What follows belongs to an exercise in optimizing a design on an open flow for small area, a short achievable clock period and few clock cycles per item; a production flow would make more cautious choices. No functional check of the RTL was part of any run shown here.

==> flow/design.v (outline; a module is shown in full before it is edited, if it fits) <==
// module booth_multiplier: 602 lines
// module bm_fa: 4 lines
// module bm_ha: 4 lines
// module bm_cpa: 616 lines
// module bm_x: 3 lines
// module bm_xn: 3 lines
// module bm_gp: 4 lines
// module bm_aoi: 3 lines
// module bm_oai: 3 lines
// module bm_nand: 3 lines
// module bm_nor: 3 lines
// module bm_inv: 3 lines
module booth_multiplier #(
    parameter int N = 64
)(
    input  logic                    clk,
    input  logic                    rst,
    input  logic                    start,
    input  logic signed [N-1:0]     multiplicand,
    input  logic signed [N-1:0]     multiplier,
    output logic signed [(2*N)-1:0] product,
    output logic                    done
);
  // ...
==> flow/flow/run.sh <==
#!/bin/bash
# Own layout flow: the standard flow, with the port buffers made from
# sky130_fd_sc_hd__buf_1 cells instead of the default cell.
set -e
cp standard.sh standard_sh.txt
echo "export BUFFER_PORTS_ARGS = -buffer_cell sky130_fd_sc_hd__buf_1" >> config.mk
bash standard.sh > standard.log 2>&1
==> flow/standard.sh <==
#!/bin/bash
# synth_recipe.tcl (not shown) runs the flow's synth.tcl, then flattens the netlist and writes it again
# the make line also repeats each setting of config.mk as NAME=value (left out here)
make -C /OpenROAD-flow-scripts/flow DESIGN_CONFIG=/design/flow/config.mk WORK_HOME=/design/flow/orfs CLKGATE_MAP_FILE= SYNTH_SCRIPT=/design/flow/synth_recipe.tcl "${@:-finish}"
==> flow/config.mk <==
export PLATFORM = sky130hd
export DESIGN_NAME = booth_multiplier
export DESIGN_NICKNAME = booth_multiplier
export VERILOG_FILES = /design/flow/design.v
export SDC_FILE = /design/flow/constraint.sdc
export NUM_CORES = 4
export LEC_CHECK = 0
export CAP_MARGIN = 20
export CORE_MARGIN = 2
export CORE_UTILIZATION = 60
export SETUP_SLACK_MARGIN = 3.15
export SLEW_MARGIN = 20
export SYNTH_HIERARCHICAL = 1
export SYNTH_MINIMUM_KEEP_SIZE = 0
export BUFFER_PORTS_ARGS = -buffer_cell sky130_fd_sc_hd__buf_1
==> flow/constraint.sdc <==
create_clock -name core_clock -period 6.0 [get_ports {clk}]
set_input_delay 1.2000 -clock core_clock [delete_from_list [all_inputs] [get_ports {clk}]]
set_output_delay 1.2000 -clock core_clock [all_outputs]
set_load 0.01 [all_outputs]
==> impl_summary.log, run 1 <==
INFO  metric status = no timing/DRC/antenna violations
INFO  metric post-route-util = 0.680
INFO  metric worstPathBufferInverterCount = 1
INFO  metric post_cts.repair.setup_buffers = 6
INFO  metric final_layout_size_suffix_gt1_frac = 0.102
INFO  metric final.setup.tns = 0 ns
INFO  metric crit_end_element = flip-flop
INFO  metric multi_input_comb_cells = 1771
INFO  metric num-nonclk-buffers = 298
INFO  metric yosysWarningCount = 7
INFO  metric antenna_diode_count = 2
INFO  metric globalRoute.busiestLayer = met2
INFO  metric vias_per_cell = 6.19
INFO  metric ant_nets = 0
INFO  metric timing.critical_path.fanout_max = 4
INFO  metric whs = 0.512 ns
INFO  metric multi_input_area = 16300 um^2
INFO  metric worst_r2r_endpoint = M[39]
INFO  metric fillers = 3158
INFO  metric nWellTaps = 525
INFO  metric gr-usage-met3 = 0.0547
INFO  metric critPathRequiredTime = 6.31 ns
INFO  metric worst_pin_slew = 1.10 ns
INFO  metric grt_antenna_before_repair = 2
INFO  metric sequential_standard_cell_area = 7530 um^2
==> inputs of run 2 (changes only) <==
--- a/flow/config.mk
+++ b/flow/config.mk
@@ -8,7 +8,7 @@
 export CAP_MARGIN = 20
 export CORE_MARGIN = 2
 export CORE_UTILIZATION = 60
-export SETUP_SLACK_MARGIN = 3.15
+export SETUP_SLACK_MARGIN = 3.25
 export SLEW_MARGIN = 20
 export SYNTH_HIERARCHICAL = 1
 export SYNTH_MINIMUM_KEEP_SIZE = 0
==> impl_summary.log, run 2 <==
INFO  metric max_cap_violations = 0
INFO  metric crit_arrival = 3.11 ns
INFO  metric final_layout_size_suffix_gt1_frac = 0.116 (+0.0138)
INFO  metric grt_pass1_wl = 114000 um
INFO  metric sequential_standard_cell_area = 7540 um^2 (about the same)
INFO  metric worst_pin_slew = 0.998 ns (-0.0990 ns)
INFO  metric htreeDepth = 2
INFO  metric worst_setup_path_start_kind = flip-flop
INFO  metric place_congestion = 0.903
INFO  metric portBuffers = 259
INFO  metric status = no timing/DRC/antenna violations
INFO  metric worstSetupPathType = flip-flop to flip-flop
INFO  metric layout_worst_path_cycle_share = 0.469
INFO  metric nNetsFinal = 2852
INFO  metric worst_r2r_endpoint = M[45]
INFO  metric drv_slew = 0
INFO  metric vias_per_cell = 6.17 (-0.28%)
INFO  metric cts_tree = yes
INFO  metric worst_hold_path_type = input port to async pin
INFO  metric layout.cells.most_common = xnor2_1
INFO  metric final.setup.tns = 0 ns (unchanged)
INFO  metric first_iter_violations = 1740
INFO  metric grt_remaining_overflow = 0
INFO  metric route.detailed.wl_per_inst = 25.5 um
INFO  metric cts-buffers-inserted = 37
INFO  metric post-dp-hpwl = 53800 um
INFO  metric dpl.cell_count = 2912
INFO  metric fillers = 3122 (-1.1%)
INFO  metric die_h = 206 um
INFO  metric rows = 73
INFO  metric core-area = 40000 um^2
INFO  metric tritoncts_num_sinks = 304
INFO  metric synth_area_per_cell = 10.7 um^2
INFO  metric ant_nets = 0 (unchanged)
INFO  metric crit_end_element = flip-flop
INFO  metric worst-r2r-setup-slack = 3.19 ns
INFO  metric drt_wl_total = 76700 um
INFO  metric r2r_cells = 10
INFO  metric grt_antenna_before_repair = 2 (unchanged)
INFO  metric grt_max_degree = 65
INFO  metric clk_pin_slew_worst_paths = 0.06 ns
INFO  metric cts.path.max_buffers = 3
INFO  metric die-width = 206 um
INFO  metric timing.critical_path.fanout_max = 4 (unchanged)
INFO  metric setup_repair_after_global_routing_missed_its_margin = yes
INFO  metric drc = 0
INFO  metric multi_input_area = 16400 um^2 (+0.98%)
INFO  metric post_layout_nonfiller_instances = 3003
INFO  metric finish.instance_area = 27500 um^2
INFO  metric cts-hold-fix-buffers = 0
INFO  metric postSynthCellCount = 2276
INFO  metric final_cell_mix = xnor2_1 (288), buf_1 (259), fa_1 (257)
INFO  metric critPathRequiredTime = 6.30 ns (about the same)
INFO  metric hold_viol = 0
INFO  metric area.growth.synth_to_final = 12.4%
INFO  metric r2r_start = S[6]
INFO  metric whs = 0.516 ns (+0.00365 ns)
INFO  metric standard_cell_area_after_detailed_placement = 25500 um^2
INFO  metric worst_skew_pair.late_latency = 0.57 ns
INFO  metric max_clock_freq = 0.356 GHz
INFO  metric initial_utilization = 0.612
INFO  metric io_pins = 260
INFO  metric mappedNetlistArea = 24500 um^2
INFO  metric root_buffer = clkbuf_16
INFO  metric yosysWarningCount = 7 (unchanged)
INFO  metric finalSetupViolations = 0
INFO  metric worst_relative_slew_slack = 0.335
INFO  metric global_route.usage.total = 0.360
INFO  metric first_pass_iteration_count_of_the_detailed_router = 7
INFO  metric finClkSkew = 0.0256 ns
INFO  metric period_minus_slack = 2.81 ns
INFO  metric first_global_vias = 18700
INFO  metric route.vias.total = 18500
INFO  metric die_area = 42400 um^2
[run 2: layout make-up]
class / instances / share of cell area
well taps: 525 / 0.0239
inverters: 28 / 0.00382
multi-input cells: 1772 / 0.598
clock buffers: 51 / 0.0409
clock inverters: 17 / 0.00541
repair buffers: 304 / 0.0540
flip-flops and latches: 304 / 0.274
diodes: 2 / 0.000182
[run 2: what timing repair did]
action | 4_1_cts | 5_1_grt
gates cloned | 2 | 1
setup buffers | 12 | 6
resized for setup | 47 | 84
pin swaps | 3 | 2
setup endpoints to repair | 335 | 175
[run 2: metrics by stage]
stage | utilization | worst slack (ns)
finish | 0.687 | 3.19
CTS | 0.677 | 3.25
global route | 0.687 | 3.15
detailed placement | 0.638 | 2.54
floorplan | - | 3.38
global placement | 0.638 | 2.58
[run 2: how the worst max path moves through the flow]
stage	start	endpoint	depth (start not counted)	slack, ns
after CTS	C[26]	M[59]	12	3.25
after global routing	C[0]	M[59]	12	3.15
after floorplan	firstc	C[0]	6	3.38
after global placement	firstc	CL[6]	5	2.58
after detailed placement	firstc	C[0]	5	2.54
final	S[6]	M[45]	10	3.19
[run 2: metal layers]
layer	part of all wire	vias to the layer above	global-route usage
met5	0	-	0
met4	0.035	0	0.104
met3	0.073	153	0.0579
met2	0.48	846	0.595
met1	0.41	9385	0.491
li1	-	8153	-
[run 2: worst max-delay path, cell delays in order (launching register included)]
cell,delay [ns]
dfxtp_1,0.43
nor2_1,0.10
nor2_2,0.21
nand2_1,0.14
nor2_1,0.26
nand2_1,0.12
o21ai_1,0.42
a21oi_2,0.22
o21ai_1,0.22
xor2_1,0.13
mux2_1,0.30
==> inputs of run 3 (changes only) <==
--- a/flow/config.mk
+++ b/flow/config.mk
@@ -8,7 +8,7 @@
 export CAP_MARGIN = 20
 export CORE_MARGIN = 2
 export CORE_UTILIZATION = 60
-export SETUP_SLACK_MARGIN = 3.25
+export SETUP_SLACK_MARGIN = 3.3
 export SLEW_MARGIN = 20
 export SYNTH_HIERARCHICAL = 1
 export SYNTH_MINIMUM_KEEP_SIZE = 0
==> impl_summary.log, run 3 <==
INFO  metric status = no timing/DRC/antenna violations
INFO  metric first_global_vias = 18800 (+0.86%)
INFO  metric grt_max_degree = 46 (-29%)
INFO  metric rows = 73 (unchanged)
INFO  metric drc = 0 (unchanged)
INFO  metric place_congestion = 0.903 (unchanged)
INFO  metric clk_pin_slew_worst_paths = 0.06 ns (about the same)
INFO  metric layout.cells.most_common = xnor2_1
INFO  metric die-width = 206 um (unchanged)
INFO  metric pre_cts_setup_slack = 2.54 ns (unchanged)
INFO  metric ant_nets = 0 (unchanged)
INFO  metric hold_viol = 0 (unchanged)
INFO  metric multi_input_area = 16600 um^2 (+1.3%)
INFO  metric grt_pass1_wl = 114000 um (+0.55%)
INFO  metric post-dp-hpwl = 53800 um (unchanged)
INFO  metric worst_relative_slew_slack = 0.319 (-0.0160)
INFO  metric final_layout_size_suffix_gt1_frac = 0.149 (+0.0334)
INFO  metric timing.critical_path.fanout_max = 4 (unchanged)
INFO  metric setup_repair_after_global_routing_missed_its_margin = yes
INFO  metric worst_skew_pair.late_latency = 0.57 ns (about the same)
INFO  metric cp_cell_sequence = nor2_1 > nor2_2 > nand2_1 > nor2_4 > nand2_1 > nor2_2 > nand2_1 > o21ai_4 > inv_1 > o21ai_1 > xor2_1 > mux2_1
INFO  metric final_critical_path_setup_slack = 3.29 ns (+0.0988 ns)
INFO  metric drv_slew = 0 (unchanged)
INFO  metric critical_path.slowest_cell = dfxtp_1
INFO  metric initial_utilization = 0.612 (unchanged)
INFO  metric critPathRequiredTime = 6.32 ns (+0.02 ns)
INFO  metric tritoncts_num_sinks = 304 (unchanged)
INFO  metric crit_end_element = flip-flop
INFO  metric fillers = 3077 (-1.4%)
INFO  metric worst_pin_slew = 1.02 ns (+0.0240 ns)
INFO  metric synth_area_per_cell = 10.7 um^2 (unchanged)
INFO  metric r2r_cells = 12 (+2)
INFO  metric die_h = 206 um (unchanged)
INFO  metric drt_wl_total = 78300 um (+2.2%)
INFO  metric nNetsFinal = 2874 (+0.77%)
INFO  metric period_minus_slack = 2.71 ns (-0.0988 ns)
INFO  metric sequential_standard_cell_area = 7570 um^2 (+0.46%)
INFO  metric htreeDepth = 2 (unchanged)
INFO  metric portBuffers = 259 (unchanged)
INFO  metric worstSetupPathType = flip-flop to flip-flop
INFO  metric cts_tree = yes
INFO  metric area.growth.synth_to_final = 14.4%
INFO  metric crit_arrival = 3.03 ns (-0.08 ns)
INFO  metric layout_worst_path_cycle_share = 0.452 (-0.0165)
INFO  metric first_iter_violations = 1801 (+3.5%)
INFO  metric grt_remaining_overflow = 0 (unchanged)
INFO  metric max_clock_freq = 0.369 GHz (+3.6%)
INFO  metric route.detailed.wl_per_inst = 25.9 um (+1.4%)
INFO  metric route.vias.total = 18800 (+1.5%)
INFO  metric first_pass_iteration_count_of_the_detailed_router = 8 (+1)
INFO  metric largest_stage_delay_worst_path = 0.42 ns (about the same)
INFO  metric mappedNetlistArea = 24500 um^2 (unchanged)
INFO  metric yosysWarningCount = 7 (unchanged)
INFO  metric finClkSkew = 0.0220 ns (-0.00353 ns)
INFO  metric global_route.usage.total = 0.362 (+0.00231)
INFO  metric postSynthCellCount = 2276 (unchanged)
INFO  metric final_cell_mix = xnor2_1 (288), buf_1 (259), fa_1 (254)
INFO  metric timing.critical_path.mode_cell = nand2_1
INFO  metric io_pins = 260 (unchanged)
INFO  metric cts-buffers-inserted = 37 (unchanged)
INFO  metric core-area = 40000 um^2 (unchanged)
INFO  metric grt_antenna_before_repair = 2 (unchanged)
INFO  metric final.setup.tns = 0 ns (unchanged)
INFO  metric vias_per_cell = 6.22 (+0.81%)
INFO  metric worst_setup_path_start_kind = flip-flop
INFO  metric worst-r2r-setup-slack = 3.29 ns (+0.10 ns)
INFO  metric worst_r2r_endpoint = M[59]
INFO  metric cts-hold-fix-buffers = 0 (unchanged)
INFO  metric finalSetupViolations = 0 (unchanged)
INFO  metric die_area = 42400 um^2 (unchanged)
INFO  metric max_cap_violations = 0 (unchanged)
INFO  metric r2r_start = S[18]
INFO  metric root_buffer = clkbuf_16
INFO  metric cts.path.max_buffers = 3 (unchanged)
INFO  metric worst_hold_path_type = input port to async pin
==> run 3: layer usage <==
layer  up-vias  share of wire  GRT usage
met5         -              0          0
met4         0          0.033      0.114
met3       145          0.082     0.0585
met2       916           0.48      0.598
met1      9571           0.40      0.491
li1       8192              -          -
==> run 3: area by class of cell <==
class | instances | area share
Antenna cell | 2 | 0.000179
Tap cell | 525 | 0.0235
Timing Repair Buffer | 326 | 0.0620
Inverter | 28 | 0.00375
Clock inverter | 17 | 0.00532
Clock buffer | 51 | 0.0402
Multi-Input combinational cell | 1772 | 0.595
Sequential cell | 304 | 0.270
==> run 3: how the worst max path moves through the flow <==
stage           start     to  cells after the start
6_report        S[18]  M[59]                     12
5_1_grt          S[1]  M[59]                     12
4_1_cts         C[18]  M[59]                     12
3_5_place_dp   firstc   C[0]                      5
3_3_place_gp   firstc  CL[6]                      5
2_1_floorplan  firstc   C[0]                      6
==> run 3: per-stage QoR <==
stage / utilization / hold slack (ns) / area [um^2] / instances
finish: 0.700 / 0.509 / 28000 / 3025
global route: 0.700 / 0.505 / 28000 / 3025
CTS: 0.680 / 0.497 / 27200 / 2995
detailed placement: 0.638 / 0.506 / 25500 / 2912
global placement: 0.638 / 0.480 / 25500 / 2912
floorplan: - / 0.465 / 24500 / 2279
==> run 3: what timing repair did <==
item | in CTS | in global routing
gates resized for setup | 62 | 165
cloned | 3 | 1
setup endpoints to repair | 339 | 135
pin swaps | 3 | 12
endpoints found under the hold margin | 0 | 0
buffers inserted | 12 | 27
==> run 3: worst max-delay path: cells and delay by family, from the launching register on <==
| family | cells | cell delay (ns) |
|---|---|---|
| and+or+nand+nor | 7 | 1.14 |
| xor gates and xnor gates | 1 | 0.14 |
| AOI/OAI and AO/OA | 2 | 0.39 |
| DFF | 1 | 0.42 |
| buffers and inverters | 1 | 0.06 |
| muxes | 1 | 0.31 |

==> afterwards: timing with drivers on the ports <==
How much do the figures lean on ideal ports? The routed layouts below were timed once more, with nothing changed but the port constraints. Step 1, drivers: a clkbuf_16 drives clk and a buf_2 each remaining input, both assumed. Step 2 moves the port delays by t, midway between the first and last clock arrival at a register: inputs arrive t later, outputs are due t later. That takes back most of the time a late clock gives input paths. Three values: no drivers, after step 1, after step 2; two values: the first two.
run | t, ns | setup slack, ns | worst slew at a driven data input, ns | cell pins on the clock port's net
run 1 | 0.617 | 3.189 / 3.189 / 2.899 | 0.08 | 1
run 2 | 0.615 | 3.188 / 3.188 / 2.891 | 0.08 | 1
run 3 | 0.620 | 3.287 / 3.287 / 2.973 | 0.08 | 1
After both steps setup and hold are still met in every run listed. The setup slack of run 3, which loses most, moves by 0.000 ns with the drivers and by -0.314 ns with both steps.
